From an optimization exercise on the open Yosys and OpenROAD flow, aimed at small area and a short achievable clock period; shortcuts taken in it are not production practice.
For this run, only the layout was checked, not whether the RTL still works.
Power and IR drop assume default switching activity.

`constraint.sdc`:
```
create_clock -name core_clock -period 16.0 [get_ports {clk}]
set_input_delay 3.2000 -clock core_clock [delete_from_list [all_inputs] [get_ports {clk}]]
set_output_delay 3.2000 -clock core_clock [all_outputs]
set_load 0.01 [all_outputs]
```
`run.sh`:
```
#!/bin/bash
# synth_recipe.tcl (not shown) runs the flow's synth.tcl, then flattens the netlist and writes it again
# the make line also repeats each setting of config.mk as NAME=value (left out here)
make -C /OpenROAD-flow-scripts/flow DESIGN_CONFIG=/design/flow/config.mk WORK_HOME=/design/flow/orfs CLKGATE_MAP_FILE= SYNTH_SCRIPT=/design/flow/synth_recipe.tcl finish
```
`config.mk`:
```
export PLATFORM = sky130hd
export DESIGN_NAME = ChecksumRTL_noparam
export DESIGN_NICKNAME = ChecksumRTL_noparam
export VERILOG_FILES = /design/flow/design.v
export SDC_FILE = /design/flow/constraint.sdc
export NUM_CORES = 4
export LEC_CHECK = 0
export CAP_MARGIN = 20
export CORE_MARGIN = 2
export CORE_UTILIZATION = 40
export CTS_BUF_LIST = sky130_fd_sc_hd__clkbuf_4
export SLEW_MARGIN = 20
export SYNTH_HIERARCHICAL = 1
```
`design.v`:
```
module ChecksumRTL_noparam
(
  input  logic [0:0] clk ,
  input  logic [0:0] reset ,
  input  logic [0:0] recv__en  ,
  input  logic [127:0] recv__msg  ,
  output logic [0:0] recv__rdy  ,
  output logic [0:0] send__en  ,
  output logic [31:0] send__msg  ,
  input  logic [0:0] send__rdy
);
  logic [0:0]  full;
  logic [15:0] sum1_q, sum2_q;
  wire s1, c2;
  csa_fa u_s1 (.a(recv__msg[0]), .b(recv__msg[16]), .c(recv__msg[32]), .s(s1), .co(c2));
  wire s3, c4;
  csa_fa u_s3 (.a(recv__msg[1]), .b(recv__msg[17]), .c(recv__msg[33]), .s(s3), .co(c4));
  wire s5, c6;
  csa_fa u_s5 (.a(recv__msg[2]), .b(recv__msg[18]), .c(recv__msg[34]), .s(s5), .co(c6));
  wire s7, c8;
  csa_fa u_s7 (.a(recv__msg[3]), .b(recv__msg[19]), .c(recv__msg[35]), .s(s7), .co(c8));
  wire s9, c10;
  csa_fa u_s9 (.a(recv__msg[4]), .b(recv__msg[20]), .c(recv__msg[36]), .s(s9), .co(c10));
  wire s11, c12;
  csa_fa u_s11 (.a(recv__msg[5]), .b(recv__msg[21]), .c(recv__msg[37]), .s(s11), .co(c12));
  wire s13, c14;
  csa_fa u_s13 (.a(recv__msg[6]), .b(recv__msg[22]), .c(recv__msg[38]), .s(s13), .co(c14));
  wire s15, c16;
  csa_fa u_s15 (.a(recv__msg[7]), .b(recv__msg[23]), .c(recv__msg[39]), .s(s15), .co(c16));
  wire s17, c18;
  csa_fa u_s17 (.a(recv__msg[8]), .b(recv__msg[24]), .c(recv__msg[40]), .s(s17), .co(c18));
  wire s19, c20;
  csa_fa u_s19 (.a(recv__msg[9]), .b(recv__msg[25]), .c(recv__msg[41]), .s(s19), .co(c20));
  wire s21, c22;
  csa_fa u_s21 (.a(recv__msg[10]), .b(recv__msg[26]), .c(recv__msg[42]), .s(s21), .co(c22));
  wire s23, c24;
  csa_fa u_s23 (.a(recv__msg[11]), .b(recv__msg[27]), .c(recv__msg[43]), .s(s23), .co(c24));
  wire s25, c26;
  csa_fa u_s25 (.a(recv__msg[12]), .b(recv__msg[28]), .c(recv__msg[44]), .s(s25), .co(c26));
  wire s27, c28;
  csa_fa u_s27 (.a(recv__msg[13]), .b(recv__msg[29]), .c(recv__msg[45]), .s(s27), .co(c28));
  wire s29, c30;
  csa_fa u_s29 (.a(recv__msg[14]), .b(recv__msg[30]), .c(recv__msg[46]), .s(s29), .co(c30));
  wire s31;
  assign s31 = recv__msg[15] ^ recv__msg[31] ^ recv__msg[47];
  wire s32, c33;
  csa_fa u_s32 (.a(recv__msg[48]), .b(recv__msg[80]), .c(recv__msg[112]), .s(s32), .co(c33));
  wire s34, c35;
  csa_fa u_s34 (.a(recv__msg[49]), .b(recv__msg[81]), .c(recv__msg[113]), .s(s34), .co(c35));
  wire s36, c37;
  csa_fa u_s36 (.a(recv__msg[50]), .b(recv__msg[82]), .c(recv__msg[114]), .s(s36), .co(c37));
  wire s38, c39;
  csa_fa u_s38 (.a(recv__msg[51]), .b(recv__msg[83]), .c(recv__msg[115]), .s(s38), .co(c39));
  wire s40, c41;
  csa_fa u_s40 (.a(recv__msg[52]), .b(recv__msg[84]), .c(recv__msg[116]), .s(s40), .co(c41));
  wire s42, c43;
  csa_fa u_s42 (.a(recv__msg[53]), .b(recv__msg[85]), .c(recv__msg[117]), .s(s42), .co(c43));
  wire s44, c45;
  csa_fa u_s44 (.a(recv__msg[54]), .b(recv__msg[86]), .c(recv__msg[118]), .s(s44), .co(c45));
  wire s46, c47;
  csa_fa u_s46 (.a(recv__msg[55]), .b(recv__msg[87]), .c(recv__msg[119]), .s(s46), .co(c47));
  wire s48, c49;
  csa_fa u_s48 (.a(recv__msg[56]), .b(recv__msg[88]), .c(recv__msg[120]), .s(s48), .co(c49));
  wire s50, c51;
  csa_fa u_s50 (.a(recv__msg[57]), .b(recv__msg[89]), .c(recv__msg[121]), .s(s50), .co(c51));
  wire s52, c53;
  csa_fa u_s52 (.a(recv__msg[58]), .b(recv__msg[90]), .c(recv__msg[122]), .s(s52), .co(c53));
  wire s54, c55;
  csa_fa u_s54 (.a(recv__msg[59]), .b(recv__msg[91]), .c(recv__msg[123]), .s(s54), .co(c55));
  wire s56, c57;
  csa_fa u_s56 (.a(recv__msg[60]), .b(recv__msg[92]), .c(recv__msg[124]), .s(s56), .co(c57));
  wire s58, c59;
  csa_fa u_s58 (.a(recv__msg[61]), .b(recv__msg[93]), .c(recv__msg[125]), .s(s58), .co(c59));
  wire s60, c61;
  csa_fa u_s60 (.a(recv__msg[62]), .b(recv__msg[94]), .c(recv__msg[126]), .s(s60), .co(c61));
  wire s62;
  assign s62 = recv__msg[63] ^ recv__msg[95] ^ recv__msg[127];
  wire ni63;
  assign ni63 = ~recv__msg[16];
  wire ni64;
  assign ni64 = ~recv__msg[17];
  wire ni65;
  assign ni65 = ~recv__msg[18];
  wire ni66;
  assign ni66 = ~recv__msg[19];
  wire ni67;
  assign ni67 = ~recv__msg[20];
  wire ni68;
  assign ni68 = ~recv__msg[21];
  wire ni69;
  assign ni69 = ~recv__msg[22];
  wire ni70;
  assign ni70 = ~recv__msg[23];
  wire ni71;
  assign ni71 = ~recv__msg[24];
  wire ni72;
  assign ni72 = ~recv__msg[25];
  wire ni73;
  assign ni73 = ~recv__msg[26];
  wire ni74;
  assign ni74 = ~recv__msg[27];
  wire ni75;
  assign ni75 = ~recv__msg[28];
  wire ni76;
  assign ni76 = ~recv__msg[29];
  wire ni77;
  assign ni77 = ~recv__msg[30];
  wire ni78;
  assign ni78 = ~recv__msg[31];
  wire ni79;
  assign ni79 = ~recv__msg[32];
  wire ni80;
  assign ni80 = ~recv__msg[33];
  wire ni81;
  assign ni81 = ~recv__msg[34];
  wire ni82;
  assign ni82 = ~recv__msg[35];
  wire ni83;
  assign ni83 = ~recv__msg[36];
  wire ni84;
  assign ni84 = ~recv__msg[37];
  wire ni85;
  assign ni85 = ~recv__msg[38];
  wire ni86;
  assign ni86 = ~recv__msg[39];
  wire ni87;
  assign ni87 = ~recv__msg[40];
  wire ni88;
  assign ni88 = ~recv__msg[41];
  wire ni89;
  assign ni89 = ~recv__msg[42];
  wire ni90;
  assign ni90 = ~recv__msg[43];
  wire ni91;
  assign ni91 = ~recv__msg[44];
  wire ni92;
  assign ni92 = ~recv__msg[45];
  wire ni93;
  assign ni93 = ~recv__msg[46];
  wire ni94;
  assign ni94 = ~recv__msg[47];
  wire s95, c96;
  csa_fa u_s95 (.a(recv__msg[64]), .b(recv__msg[96]), .c(s1), .s(s95), .co(c96));
  wire s97, c98;
  csa_fa u_s97 (.a(recv__msg[65]), .b(recv__msg[97]), .c(c2), .s(s97), .co(c98));
  wire s99, c100;
  csa_fa u_s99 (.a(c33), .b(s3), .c(s34), .s(s99), .co(c100));
  wire s101, c102;
  csa_fa u_s101 (.a(c96), .b(s97), .c(s99), .s(s101), .co(c102));
  wire s103, c104;
  csa_fa u_s103 (.a(recv__msg[66]), .b(recv__msg[98]), .c(c4), .s(s103), .co(c104));
  wire s105, c106;
  csa_fa u_s105 (.a(c35), .b(s5), .c(s36), .s(s105), .co(c106));
  wire s107, c108;
  csa_fa u_s107 (.a(c98), .b(c100), .c(s103), .s(s107), .co(c108));
  wire s109, c110;
  csa_fa u_s109 (.a(s105), .b(c102), .c(s107), .s(s109), .co(c110));
  wire s111, c112;
  csa_fa u_s111 (.a(recv__msg[67]), .b(recv__msg[99]), .c(c6), .s(s111), .co(c112));
  wire s113, c114;
  csa_fa u_s113 (.a(c37), .b(s7), .c(s38), .s(s113), .co(c114));
  wire s115, c116;
  csa_fa u_s115 (.a(c104), .b(c106), .c(s111), .s(s115), .co(c116));
  wire s117, c118;
  csa_fa u_s117 (.a(s113), .b(c108), .c(s115), .s(s117), .co(c118));
  wire s119, c120;
  csa_fa u_s119 (.a(recv__msg[68]), .b(recv__msg[100]), .c(c8), .s(s119), .co(c120));
  wire s121, c122;
  csa_fa u_s121 (.a(c39), .b(s9), .c(s40), .s(s121), .co(c122));
  wire s123, c124;
  csa_fa u_s123 (.a(c112), .b(c114), .c(s119), .s(s123), .co(c124));
  wire s125, c126;
  csa_fa u_s125 (.a(s121), .b(c116), .c(s123), .s(s125), .co(c126));
  wire s127, c128;
  csa_fa u_s127 (.a(recv__msg[69]), .b(recv__msg[101]), .c(c10), .s(s127), .co(c128));
  wire s129, c130;
  csa_fa u_s129 (.a(c41), .b(s11), .c(s42), .s(s129), .co(c130));
  wire s131, c132;
  csa_fa u_s131 (.a(c120), .b(c122), .c(s127), .s(s131), .co(c132));
  wire s133, c134;
  csa_fa u_s133 (.a(s129), .b(c124), .c(s131), .s(s133), .co(c134));
  wire s135, c136;
  csa_fa u_s135 (.a(recv__msg[70]), .b(recv__msg[102]), .c(c12), .s(s135), .co(c136));
  wire s137, c138;
  csa_fa u_s137 (.a(c43), .b(s13), .c(s44), .s(s137), .co(c138));
  wire s139, c140;
  csa_fa u_s139 (.a(c128), .b(c130), .c(s135), .s(s139), .co(c140));
  wire s141, c142;
  csa_fa u_s141 (.a(s137), .b(c132), .c(s139), .s(s141), .co(c142));
  wire s143, c144;
  csa_fa u_s143 (.a(recv__msg[71]), .b(recv__msg[103]), .c(c14), .s(s143), .co(c144));
  wire s145, c146;
  csa_fa u_s145 (.a(c45), .b(s15), .c(s46), .s(s145), .co(c146));
  wire s147, c148;
  csa_fa u_s147 (.a(c136), .b(c138), .c(s143), .s(s147), .co(c148));
  wire s149, c150;
  csa_fa u_s149 (.a(s145), .b(c140), .c(s147), .s(s149), .co(c150));
  wire s151, c152;
  csa_fa u_s151 (.a(recv__msg[72]), .b(recv__msg[104]), .c(c16), .s(s151), .co(c152));
  wire s153, c154;
  csa_fa u_s153 (.a(c47), .b(s17), .c(s48), .s(s153), .co(c154));
  wire s155, c156;
  csa_fa u_s155 (.a(c144), .b(c146), .c(s151), .s(s155), .co(c156));
  wire s157, c158;
  csa_fa u_s157 (.a(s153), .b(c148), .c(s155), .s(s157), .co(c158));
  wire s159, c160;
  csa_fa u_s159 (.a(recv__msg[73]), .b(recv__msg[105]), .c(c18), .s(s159), .co(c160));
  wire s161, c162;
  csa_fa u_s161 (.a(c49), .b(s19), .c(s50), .s(s161), .co(c162));
  wire s163, c164;
  csa_fa u_s163 (.a(c152), .b(c154), .c(s159), .s(s163), .co(c164));
  wire s165, c166;
  csa_fa u_s165 (.a(s161), .b(c156), .c(s163), .s(s165), .co(c166));
  wire s167, c168;
  csa_fa u_s167 (.a(recv__msg[74]), .b(recv__msg[106]), .c(c20), .s(s167), .co(c168));
  wire s169, c170;
  csa_fa u_s169 (.a(c51), .b(s21), .c(s52), .s(s169), .co(c170));
  wire s171, c172;
  csa_fa u_s171 (.a(c160), .b(c162), .c(s167), .s(s171), .co(c172));
  wire s173, c174;
  csa_fa u_s173 (.a(s169), .b(c164), .c(s171), .s(s173), .co(c174));
  wire s175, c176;
  csa_fa u_s175 (.a(recv__msg[75]), .b(recv__msg[107]), .c(c22), .s(s175), .co(c176));
  wire s177, c178;
  csa_fa u_s177 (.a(c53), .b(s23), .c(s54), .s(s177), .co(c178));
  wire s179, c180;
  csa_fa u_s179 (.a(c168), .b(c170), .c(s175), .s(s179), .co(c180));
  wire s181, c182;
  csa_fa u_s181 (.a(s177), .b(c172), .c(s179), .s(s181), .co(c182));
  wire s183, c184;
  csa_fa u_s183 (.a(recv__msg[76]), .b(recv__msg[108]), .c(c24), .s(s183), .co(c184));
  wire s185, c186;
  csa_fa u_s185 (.a(c55), .b(s25), .c(s56), .s(s185), .co(c186));
  wire s187, c188;
  csa_fa u_s187 (.a(c176), .b(c178), .c(s183), .s(s187), .co(c188));
  wire s189, c190;
  csa_fa u_s189 (.a(s185), .b(c180), .c(s187), .s(s189), .co(c190));
  wire s191, c192;
  csa_fa u_s191 (.a(recv__msg[77]), .b(recv__msg[109]), .c(c26), .s(s191), .co(c192));
  wire s193, c194;
  csa_fa u_s193 (.a(c57), .b(s27), .c(s58), .s(s193), .co(c194));
  wire s195, c196;
  csa_fa u_s195 (.a(c184), .b(c186), .c(s191), .s(s195), .co(c196));
  wire s197, c198;
  csa_fa u_s197 (.a(s193), .b(c188), .c(s195), .s(s197), .co(c198));
  wire s199, c200;
  csa_fa u_s199 (.a(recv__msg[78]), .b(recv__msg[110]), .c(c28), .s(s199), .co(c200));
  wire s201, c202;
  csa_fa u_s201 (.a(c59), .b(s29), .c(s60), .s(s201), .co(c202));
  wire s203, c204;
  csa_fa u_s203 (.a(c192), .b(c194), .c(s199), .s(s203), .co(c204));
  wire s205, c206;
  csa_fa u_s205 (.a(s201), .b(c196), .c(s203), .s(s205), .co(c206));
  wire s207;
  assign s207 = recv__msg[79] ^ recv__msg[111] ^ c30;
  wire s208;
  assign s208 = c61 ^ s31 ^ s62;
  wire s209;
  assign s209 = c200 ^ c202 ^ s207;
  wire s210;
  assign s210 = s208 ^ c204 ^ s209;
  wire [15:0] s1_a = {c206, c198, c190, c182, c174, c166, c158, c150, c142, c134, c126, c118, c110, s109, s101, s32};
  wire [15:0] s1_b = {s210, s205, s197, s189, s181, s173, s165, s157, s149, s141, s133, s125, s117, 1'b0, 1'b0, s95};
  wire [15:0] s1_r = s1_a + s1_b;
  wire s211;
  assign s211 = ni63 ^ s32;
  wire c212;
  assign c212 = ni63 | s32;
  wire s213, c214;
  csa_fa u_s213 (.a(recv__msg[80]), .b(recv__msg[96]), .c(ni64), .s(s213), .co(c214));
  wire s215, c216;
  csa_fa u_s215 (.a(ni79), .b(c33), .c(s34), .s(s215), .co(c216));
  wire s217, c218;
  csa_fa u_s217 (.a(s213), .b(c212), .c(s215), .s(s217), .co(c218));
  wire s219, c220;
  csa_fa u_s219 (.a(recv__msg[48]), .b(recv__msg[64]), .c(recv__msg[81]), .s(s219), .co(c220));
  wire s221, c222;
  csa_fa u_s221 (.a(recv__msg[97]), .b(ni65), .c(ni80), .s(s221), .co(c222));
  wire s223, c224;
  csa_fa u_s223 (.a(c35), .b(s36), .c(s219), .s(s223), .co(c224));
  wire s225, c226;
  csa_fa u_s225 (.a(c214), .b(s221), .c(c216), .s(s225), .co(c226));
  wire s227, c228;
  csa_fa u_s227 (.a(s223), .b(c218), .c(s225), .s(s227), .co(c228));
  wire s229, c230;
  csa_fa u_s229 (.a(recv__msg[49]), .b(recv__msg[65]), .c(recv__msg[82]), .s(s229), .co(c230));
  wire s231, c232;
  csa_fa u_s231 (.a(recv__msg[98]), .b(ni66), .c(ni81), .s(s231), .co(c232));
  wire s233, c234;
  csa_fa u_s233 (.a(c37), .b(c220), .c(s1), .s(s233), .co(c234));
  wire s235, c236;
  csa_fa u_s235 (.a(s38), .b(s229), .c(c222), .s(s235), .co(c236));
  wire s237, c238;
  csa_fa u_s237 (.a(s231), .b(c224), .c(s233), .s(s237), .co(c238));
  wire s239, c240;
  csa_fa u_s239 (.a(s235), .b(c226), .c(s237), .s(s239), .co(c240));
  wire s241, c242;
  csa_fa u_s241 (.a(recv__msg[50]), .b(recv__msg[66]), .c(recv__msg[83]), .s(s241), .co(c242));
  wire s243, c244;
  csa_fa u_s243 (.a(recv__msg[99]), .b(ni67), .c(ni82), .s(s243), .co(c244));
  wire s245, c246;
  csa_fa u_s245 (.a(c2), .b(c39), .c(c230), .s(s245), .co(c246));
  wire s247, c248;
  csa_fa u_s247 (.a(s3), .b(s40), .c(s241), .s(s247), .co(c248));
  wire s249, c250;
  csa_fa u_s249 (.a(c232), .b(s243), .c(c234), .s(s249), .co(c250));
  wire s251, c252;
  csa_fa u_s251 (.a(s245), .b(c236), .c(s247), .s(s251), .co(c252));
  wire s253, c254;
  csa_fa u_s253 (.a(c238), .b(s249), .c(s251), .s(s253), .co(c254));
  wire s255, c256;
  csa_fa u_s255 (.a(recv__msg[51]), .b(recv__msg[67]), .c(recv__msg[84]), .s(s255), .co(c256));
  wire s257, c258;
  csa_fa u_s257 (.a(recv__msg[100]), .b(ni68), .c(ni83), .s(s257), .co(c258));
  wire s259, c260;
  csa_fa u_s259 (.a(c4), .b(c41), .c(c242), .s(s259), .co(c260));
  wire s261, c262;
  csa_fa u_s261 (.a(s5), .b(s42), .c(s255), .s(s261), .co(c262));
  wire s263, c264;
  csa_fa u_s263 (.a(c244), .b(s257), .c(c246), .s(s263), .co(c264));
  wire s265, c266;
  csa_fa u_s265 (.a(c248), .b(s259), .c(s261), .s(s265), .co(c266));
  wire s267, c268;
  csa_fa u_s267 (.a(c250), .b(s263), .c(c252), .s(s267), .co(c268));
  wire s269, c270;
  csa_fa u_s269 (.a(s265), .b(c254), .c(s267), .s(s269), .co(c270));
  wire s271, c272;
  csa_fa u_s271 (.a(recv__msg[52]), .b(recv__msg[68]), .c(recv__msg[85]), .s(s271), .co(c272));
  wire s273, c274;
  csa_fa u_s273 (.a(recv__msg[101]), .b(ni69), .c(ni84), .s(s273), .co(c274));
  wire s275, c276;
  csa_fa u_s275 (.a(c6), .b(c43), .c(c256), .s(s275), .co(c276));
  wire s277, c278;
  csa_fa u_s277 (.a(s7), .b(s44), .c(s271), .s(s277), .co(c278));
  wire s279, c280;
  csa_fa u_s279 (.a(c258), .b(s273), .c(c260), .s(s279), .co(c280));
  wire s281, c282;
  csa_fa u_s281 (.a(c262), .b(s275), .c(s277), .s(s281), .co(c282));
  wire s283, c284;
  csa_fa u_s283 (.a(c264), .b(s279), .c(c266), .s(s283), .co(c284));
  wire s285, c286;
  csa_fa u_s285 (.a(s281), .b(c268), .c(s283), .s(s285), .co(c286));
  wire s287, c288;
  csa_fa u_s287 (.a(recv__msg[53]), .b(recv__msg[69]), .c(recv__msg[86]), .s(s287), .co(c288));
  wire s289, c290;
  csa_fa u_s289 (.a(recv__msg[102]), .b(ni70), .c(ni85), .s(s289), .co(c290));
  wire s291, c292;
  csa_fa u_s291 (.a(c8), .b(c45), .c(c272), .s(s291), .co(c292));
  wire s293, c294;
  csa_fa u_s293 (.a(s9), .b(s46), .c(s287), .s(s293), .co(c294));
  wire s295, c296;
  csa_fa u_s295 (.a(c274), .b(s289), .c(c276), .s(s295), .co(c296));
  wire s297, c298;
  csa_fa u_s297 (.a(c278), .b(s291), .c(s293), .s(s297), .co(c298));
  wire s299, c300;
  csa_fa u_s299 (.a(c280), .b(s295), .c(c282), .s(s299), .co(c300));
  wire s301, c302;
  csa_fa u_s301 (.a(s297), .b(c284), .c(s299), .s(s301), .co(c302));
  wire s303, c304;
  csa_fa u_s303 (.a(recv__msg[54]), .b(recv__msg[70]), .c(recv__msg[87]), .s(s303), .co(c304));
  wire s305, c306;
  csa_fa u_s305 (.a(recv__msg[103]), .b(ni71), .c(ni86), .s(s305), .co(c306));
  wire s307, c308;
  csa_fa u_s307 (.a(c10), .b(c47), .c(c288), .s(s307), .co(c308));
  wire s309, c310;
  csa_fa u_s309 (.a(s11), .b(s48), .c(s303), .s(s309), .co(c310));
  wire s311, c312;
  csa_fa u_s311 (.a(c290), .b(s305), .c(c292), .s(s311), .co(c312));
  wire s313, c314;
  csa_fa u_s313 (.a(c294), .b(s307), .c(s309), .s(s313), .co(c314));
  wire s315, c316;
  csa_fa u_s315 (.a(c296), .b(s311), .c(c298), .s(s315), .co(c316));
  wire s317, c318;
  csa_fa u_s317 (.a(s313), .b(c300), .c(s315), .s(s317), .co(c318));
  wire s319, c320;
  csa_fa u_s319 (.a(recv__msg[55]), .b(recv__msg[71]), .c(recv__msg[88]), .s(s319), .co(c320));
  wire s321, c322;
  csa_fa u_s321 (.a(recv__msg[104]), .b(ni72), .c(ni87), .s(s321), .co(c322));
  wire s323, c324;
  csa_fa u_s323 (.a(c12), .b(c49), .c(c304), .s(s323), .co(c324));
  wire s325, c326;
  csa_fa u_s325 (.a(s13), .b(s50), .c(s319), .s(s325), .co(c326));
  wire s327, c328;
  csa_fa u_s327 (.a(c306), .b(s321), .c(c308), .s(s327), .co(c328));
  wire s329, c330;
  csa_fa u_s329 (.a(c310), .b(s323), .c(s325), .s(s329), .co(c330));
  wire s331, c332;
  csa_fa u_s331 (.a(c312), .b(s327), .c(c314), .s(s331), .co(c332));
  wire s333, c334;
  csa_fa u_s333 (.a(s329), .b(c316), .c(s331), .s(s333), .co(c334));
  wire s335, c336;
  csa_fa u_s335 (.a(recv__msg[56]), .b(recv__msg[72]), .c(recv__msg[89]), .s(s335), .co(c336));
  wire s337, c338;
  csa_fa u_s337 (.a(recv__msg[105]), .b(ni73), .c(ni88), .s(s337), .co(c338));
  wire s339, c340;
  csa_fa u_s339 (.a(c14), .b(c51), .c(c320), .s(s339), .co(c340));
  wire s341, c342;
  csa_fa u_s341 (.a(s15), .b(s52), .c(s335), .s(s341), .co(c342));
  wire s343, c344;
  csa_fa u_s343 (.a(c322), .b(s337), .c(c324), .s(s343), .co(c344));
  wire s345, c346;
  csa_fa u_s345 (.a(c326), .b(s339), .c(s341), .s(s345), .co(c346));
  wire s347, c348;
  csa_fa u_s347 (.a(c328), .b(s343), .c(c330), .s(s347), .co(c348));
  wire s349, c350;
  csa_fa u_s349 (.a(s345), .b(c332), .c(s347), .s(s349), .co(c350));
  wire s351, c352;
  csa_fa u_s351 (.a(recv__msg[57]), .b(recv__msg[73]), .c(recv__msg[90]), .s(s351), .co(c352));
  wire s353, c354;
  csa_fa u_s353 (.a(recv__msg[106]), .b(ni74), .c(ni89), .s(s353), .co(c354));
  wire s355, c356;
  csa_fa u_s355 (.a(c16), .b(c53), .c(c336), .s(s355), .co(c356));
  wire s357, c358;
  csa_fa u_s357 (.a(s17), .b(s54), .c(s351), .s(s357), .co(c358));
  wire s359, c360;
  csa_fa u_s359 (.a(c338), .b(s353), .c(c340), .s(s359), .co(c360));
  wire s361, c362;
  csa_fa u_s361 (.a(c342), .b(s355), .c(s357), .s(s361), .co(c362));
  wire s363, c364;
  csa_fa u_s363 (.a(c344), .b(s359), .c(c346), .s(s363), .co(c364));
  wire s365, c366;
  csa_fa u_s365 (.a(s361), .b(c348), .c(s363), .s(s365), .co(c366));
  wire s367, c368;
  csa_fa u_s367 (.a(recv__msg[58]), .b(recv__msg[74]), .c(recv__msg[91]), .s(s367), .co(c368));
  wire s369, c370;
  csa_fa u_s369 (.a(recv__msg[107]), .b(ni75), .c(ni90), .s(s369), .co(c370));
  wire s371, c372;
  csa_fa u_s371 (.a(c18), .b(c55), .c(c352), .s(s371), .co(c372));
  wire s373, c374;
  csa_fa u_s373 (.a(s19), .b(s56), .c(s367), .s(s373), .co(c374));
  wire s375, c376;
  csa_fa u_s375 (.a(c354), .b(s369), .c(c356), .s(s375), .co(c376));
  wire s377, c378;
  csa_fa u_s377 (.a(c358), .b(s371), .c(s373), .s(s377), .co(c378));
  wire s379, c380;
  csa_fa u_s379 (.a(c360), .b(s375), .c(c362), .s(s379), .co(c380));
  wire s381, c382;
  csa_fa u_s381 (.a(s377), .b(c364), .c(s379), .s(s381), .co(c382));
  wire s383, c384;
  csa_fa u_s383 (.a(recv__msg[59]), .b(recv__msg[75]), .c(recv__msg[92]), .s(s383), .co(c384));
  wire s385, c386;
  csa_fa u_s385 (.a(recv__msg[108]), .b(ni76), .c(ni91), .s(s385), .co(c386));
  wire s387, c388;
  csa_fa u_s387 (.a(c20), .b(c57), .c(c368), .s(s387), .co(c388));
  wire s389, c390;
  csa_fa u_s389 (.a(s21), .b(s58), .c(s383), .s(s389), .co(c390));
  wire s391, c392;
  csa_fa u_s391 (.a(c370), .b(s385), .c(c372), .s(s391), .co(c392));
  wire s393, c394;
  csa_fa u_s393 (.a(c374), .b(s387), .c(s389), .s(s393), .co(c394));
  wire s395, c396;
  csa_fa u_s395 (.a(c376), .b(s391), .c(c378), .s(s395), .co(c396));
  wire s397, c398;
  csa_fa u_s397 (.a(s393), .b(c380), .c(s395), .s(s397), .co(c398));
  wire s399, c400;
  csa_fa u_s399 (.a(recv__msg[60]), .b(recv__msg[76]), .c(recv__msg[93]), .s(s399), .co(c400));
  wire s401, c402;
  csa_fa u_s401 (.a(recv__msg[109]), .b(ni77), .c(ni92), .s(s401), .co(c402));
  wire s403, c404;
  csa_fa u_s403 (.a(c22), .b(c59), .c(c384), .s(s403), .co(c404));
  wire s405, c406;
  csa_fa u_s405 (.a(s23), .b(s60), .c(s399), .s(s405), .co(c406));
  wire s407, c408;
  csa_fa u_s407 (.a(c386), .b(s401), .c(c388), .s(s407), .co(c408));
  wire s409, c410;
  csa_fa u_s409 (.a(c390), .b(s403), .c(s405), .s(s409), .co(c410));
  wire s411, c412;
  csa_fa u_s411 (.a(c392), .b(s407), .c(c394), .s(s411), .co(c412));
  wire s413, c414;
  csa_fa u_s413 (.a(s409), .b(c396), .c(s411), .s(s413), .co(c414));
  wire s415;
  assign s415 = recv__msg[61] ^ recv__msg[77] ^ recv__msg[94];
  wire s416;
  assign s416 = recv__msg[110] ^ ni78 ^ ni93;
  wire s417;
  assign s417 = c24 ^ c61 ^ c400;
  wire s418;
  assign s418 = s25 ^ s62 ^ s415;
  wire s419;
  assign s419 = c402 ^ s416 ^ c404;
  wire s420;
  assign s420 = c406 ^ s417 ^ s418;
  wire s421;
  assign s421 = c408 ^ s419 ^ c410;
  wire s422;
  assign s422 = s420 ^ c412 ^ s421;
  wire [15:0] s2_a = {c414, c398, c382, c366, c350, c334, c318, c302, c286, c270, s269, c240, c228, s227, s217, ~s211};
  wire [15:0] s2_b = {s422, s413, s397, s381, s365, s349, s333, s317, s301, s285, 1'b0, s253, s239, 1'b0, 1'b1, 1'b0};
  wire [15:0] s2_r = s2_a + s2_b;
  assign send__en  = full & ~reset & send__rdy;
  assign recv__rdy = ~reset & (~full | send__en);
  always_ff @(posedge clk) begin
    full <= ~reset & (recv__en | (full & ~send__en));
    if (recv__en) begin
      sum1_q <= s1_r;
      sum2_q <= s2_r;
    end
  end
  assign send__msg = {sum2_q, sum1_q};
endmodule
module csa_fa (input logic a, input logic b, input logic c, output logic s, output logic co);
  assign s  = a ^ b ^ c;
  assign co = (a & b) | (a & c) | (b & c);
endmodule
```
==> results.txt <==
[modules after synthesis (local to each module, per instance)]
| module | times used | flip-flops and latches |
|---|---|---|
| csa_fa | 187 | 0 |
| ChecksumRTL_noparam | 1 | 33 |
[per-layer routing]
layer,vias up,track usage,routed length [um]
met2,127,0.341,7350
met3,21,0.0225,578
met1,1957,0.240,5740
li1,1740,-,-
met5,-,0,0
met4,0,0.0416,315
[layout make-up]
type | instances | share of cell area
tap | 188 | 0.0288
timing repair buffer | 166 | 0.203
multi-input combinational | 356 | 0.622
inverter | 35 | 0.0161
clock buffer | 6 | 0.00551
sequential | 33 | 0.120
clock inverter | 2 | 0.00413
[through the flow]
stage | power (mW) | utilization | area (sq um)
after floorplan | 1.49 | - | 6200
after global placement | 1.93 | 0.534 | 8090
after detailed placement | 1.95 | 0.534 | 8090
after CTS | 2.02 | 0.540 | 8170
after global routing | 2.23 | 0.540 | 8170
final | 2.00 | 0.540 | 8170
[sequential cells by signal, summed over array words and instances (netlist names)]
name / count
sum2_q: 16
sum1_q: 16
full: 1
[power groups by stage]
stage          clock network (mW)  logic [mW]  registers, mW
2_1_floorplan                   0        1.21          0.281
3_3_place_gp                    0        1.67          0.262
3_5_place_dp                    0        1.69          0.262
4_1_cts                    0.0639        1.70          0.260
5_1_grt                    0.0686        1.90          0.263
6_report                   0.0627        1.68          0.259
[cell usage in the layout, fill, tap and decap left out, types with 2 or more instances in the layout]
cell               n
a31oi_1            2
ha_1              27
clkdlybuf4s50_1  165
nand2b_1           5
xnor2_1           40
inv_1             35
o21a_1             2
xor2_1            12
nor3_1             4
a21oi_1           10
a211oi_1           5
edfxtp_1          32
clkbuf_4           6
o21ai_0           10
nand2_1            6
fa_1             187
o21bai_1           3
nand3_1            5
nor2_1            11
a21o_1            10
[cells by family (layout without fill, tap and decap cells)]
logic type | after synthesis | in the layout
AOI/OAI and AO/OA | 53 | 53
DFF | 33 | 33
buffers and inverters | 35 | 209
xor gates and xnor gates | 52 | 52
adders and majority gates | 214 | 214
and+or+nand+nor | 37 | 37
[worst max-delay path by stage]
| stage | endpoint | slack, ps | cells past startpoint |
|---|---|---|---|
| final | sum2_q[15] | 8410 | 13 |
| after global routing | sum2_q[15] | 8250 | 13 |
| after CTS | sum2_q[15] | 8380 | 13 |
| after detailed placement | sum2_q[15] | 8010 | 13 |
| after global placement | sum2_q[15] | 8060 | 13 |
| after floorplan | sum2_q[14] | 8760 | 11 |
[worst max-delay path, delay by kind of cell]
family | cells | cell delay, ps
fa+ha+maj | 6 | 2740
compound gates | 3 | 770
buf+inv | 1 | 490
xor+xnor | 1 | 160
simple gates | 2 | 300
==> flow_summary_export.csv <==
group,metric,value,unit
timing,finalHoldViolCount,0,
timing,slew_headroom,0.566,
logic_synthesis,leading_post_synthesis_cells_by_cell_area,"fa_1, edfxtp_1, xnor2_1, ha_1, inv_1",
power_and_ir_drop,relative_contribution_of_the_clock_network_to_total_power,0.031,
logic_synthesis,synth_edf_count,32,
drt,ant_nets,0,
setup_path,critical_path.max_stage_delay,630,ps
cells_and_area,layout.nets,943,
grt,antenna_found_initial,0,
timing,fin_skew,0,ps
logic_synthesis,synth.net_count,770,
logic_synthesis,post_synth_simple_gate_area,0.0303,
logic_synthesis,synth-compound-area-share,0.0585,
cells_and_area,multi_input_area,0.00509,sq mm
timing,timing.fmax,132,MHz
clock_tree,htree_levels,2,
floorplanning,start_util,0.409,
placement,finalWeightedCongestion,0.858,
cells_and_area,drive_gt1_frac,0.0234,
power_and_ir_drop,power_spent_charging_and_discharging_nets,896,uW
power_and_ir_drop,swShare,0.449,
clock_tree,cts_hold_buffers,0,
logic_synthesis,synth_largest_type_area_fraction,0.604,
worst_hold_path,worst_hold_path.endpoint,"full",
placement,numPortBuffers,165,
logic_synthesis,post_synth_adder_cell_area,0.658,
drt,avgViaCountPerCell,4.89,
logic_synthesis,seq_area_frac_synth,0.158,
timing,grt_setup_unrepaired,"no",
logic_synthesis,synth_top_family_by_area,"adder cells",
drt,routed_wirelength,14000,um
grt,grt_use_total,0.187,
floorplanning,num_io_pins,166,
clock_tree,cts_resized,0,
clock_tree,post-cts-setup-buffer-count,0,
job,maxCapViolCount,0,
logic_synthesis,synth-main-ff-cell,"edfxtp_1",
setup_path,regToRegSetupSlack,15310,ps
setup_path,worst_ep_required_time,16080,ps
setup_path,rr_endpoint,"full",
logic_synthesis,synth_async_sr_flop_share,0,
setup_path,timing.critical_path.from,"recv__msg[55]",
power_and_ir_drop,power_density,244,mW/mm^2
cells_and_area,final-seq-area,981,sq um
logic_synthesis,postSynthCellCount,424,
setup_path,worstPathCellList,"clkdlybuf4s50_1 -> fa_1 -> fa_1 -> fa_1 -> fa_1 -> fa_1 -> ha_1 -> and3_4 -> a22o_1 -> a311o_2 -> nand3_1 -> o21ai_0 -> xnor2_1",
timing,hold_slack,604,ps
timing,timing.final.ws_setup,8410,ps
floorplanning,die_w,128,um
logic_synthesis,yosys-mux-area-fraction,0,
logic_synthesis,synth.most_common_cell,"fa_1",
timing,layout_worst_path_cycle_share,0.474,
clock_tree,insertion_delay,320,ps
floorplanning,std_cell_rows,45,
setup_path,r2r-start,"full",
setup_path,r2r.worst_path.cells,3,
logic_synthesis,avgSynthCellArea,14.6,sq um
timing,tightestPinTransition,634,ps
grt,grt_max_degree,34,
placement,placedCellCount,778,
drt,drc,0,
clock_tree,cts_tree,"built",
setup_path,worst_path_max_delay_cell,"fa_1",
power_and_ir_drop,seqPwrFrac,0.130,
power_and_ir_drop,p_leak,3.15,nW
worst_hold_path,min_delay_path_depth,3,
logic_synthesis,synth_xor_area_frac,0.0735,
logic_synthesis,synthDominantAreaCellType,"fa_1",
cells_and_area,num_antenna_cells,0,
clock_tree,numCtsBuffers,5,
drt,drt_first_iter_violations,161,
drt,route.detailed.wl_per_inst,17.8,um
grt,grt_pass1_vias,4748,
placement,pre_cts_ws,8010,ps
timing,final.min_clock_period,7590,ps
floorplanning,die_area,0.0165,sq mm
logic_synthesis,synth_commonest_cells,"fa_1, xnor2_1, inv_1",
setup_path,worst_ep_arrival_time,7660,ps
power_and_ir_drop,pwr-share-comb,0.839,
logic_synthesis,synth_area,0.00620,sq mm
timing,totalNegativeSetupSlack,0,ps
timing,drv_slew,0,
status,status,"finished clean",
worst_hold_path,min-delay-path-class,"reg -> reg",
drt,dr_total_vias,3845,
drt,drt_pass1_iterations,4,
clock_tree,clk_path_buf_depth,2,
power_and_ir_drop,p_int,1.10,mW
logic_synthesis,post_synth_num_cell_types,36,
setup_path,worstSetupEndpointType,"register",
clock_tree,clk_pin_slew,100,ps
timing,setup_viol,0,
clock_tree,cts_sinks,33,
setup_path,timing.critical_path.mode_cell,"fa_1",
worst_hold_path,hold_start,"full",
cells_and_area,fillCellCount,1279,
power_and_ir_drop,peakVddDrop,0.161,mV
clock_tree,clk_root_buffer_cell,"clkbuf_4",
cells_and_area,area.growth.synth_to_final,31.8,%
floorplanning,chipHeight,128,um
setup_path,worstSetupPathType,"in -> reg",
grt,grt_overflow_total,0,
placement,hpwlAfterDp,13400,um
setup_path,maximum_fanout_along_the_worst_path,4,
floorplanning,fp.coreArea,0.0151,sq mm
setup_path,critPathLaunchType,"input port",
grt,grt_first_pass_wirelength,23900,um
logic_synthesis,total_of_flip_flops_plus_latches_after_synthesis,33,
cells_and_area,stdcell_count,786,
logic_synthesis,yosys_warnings,7,
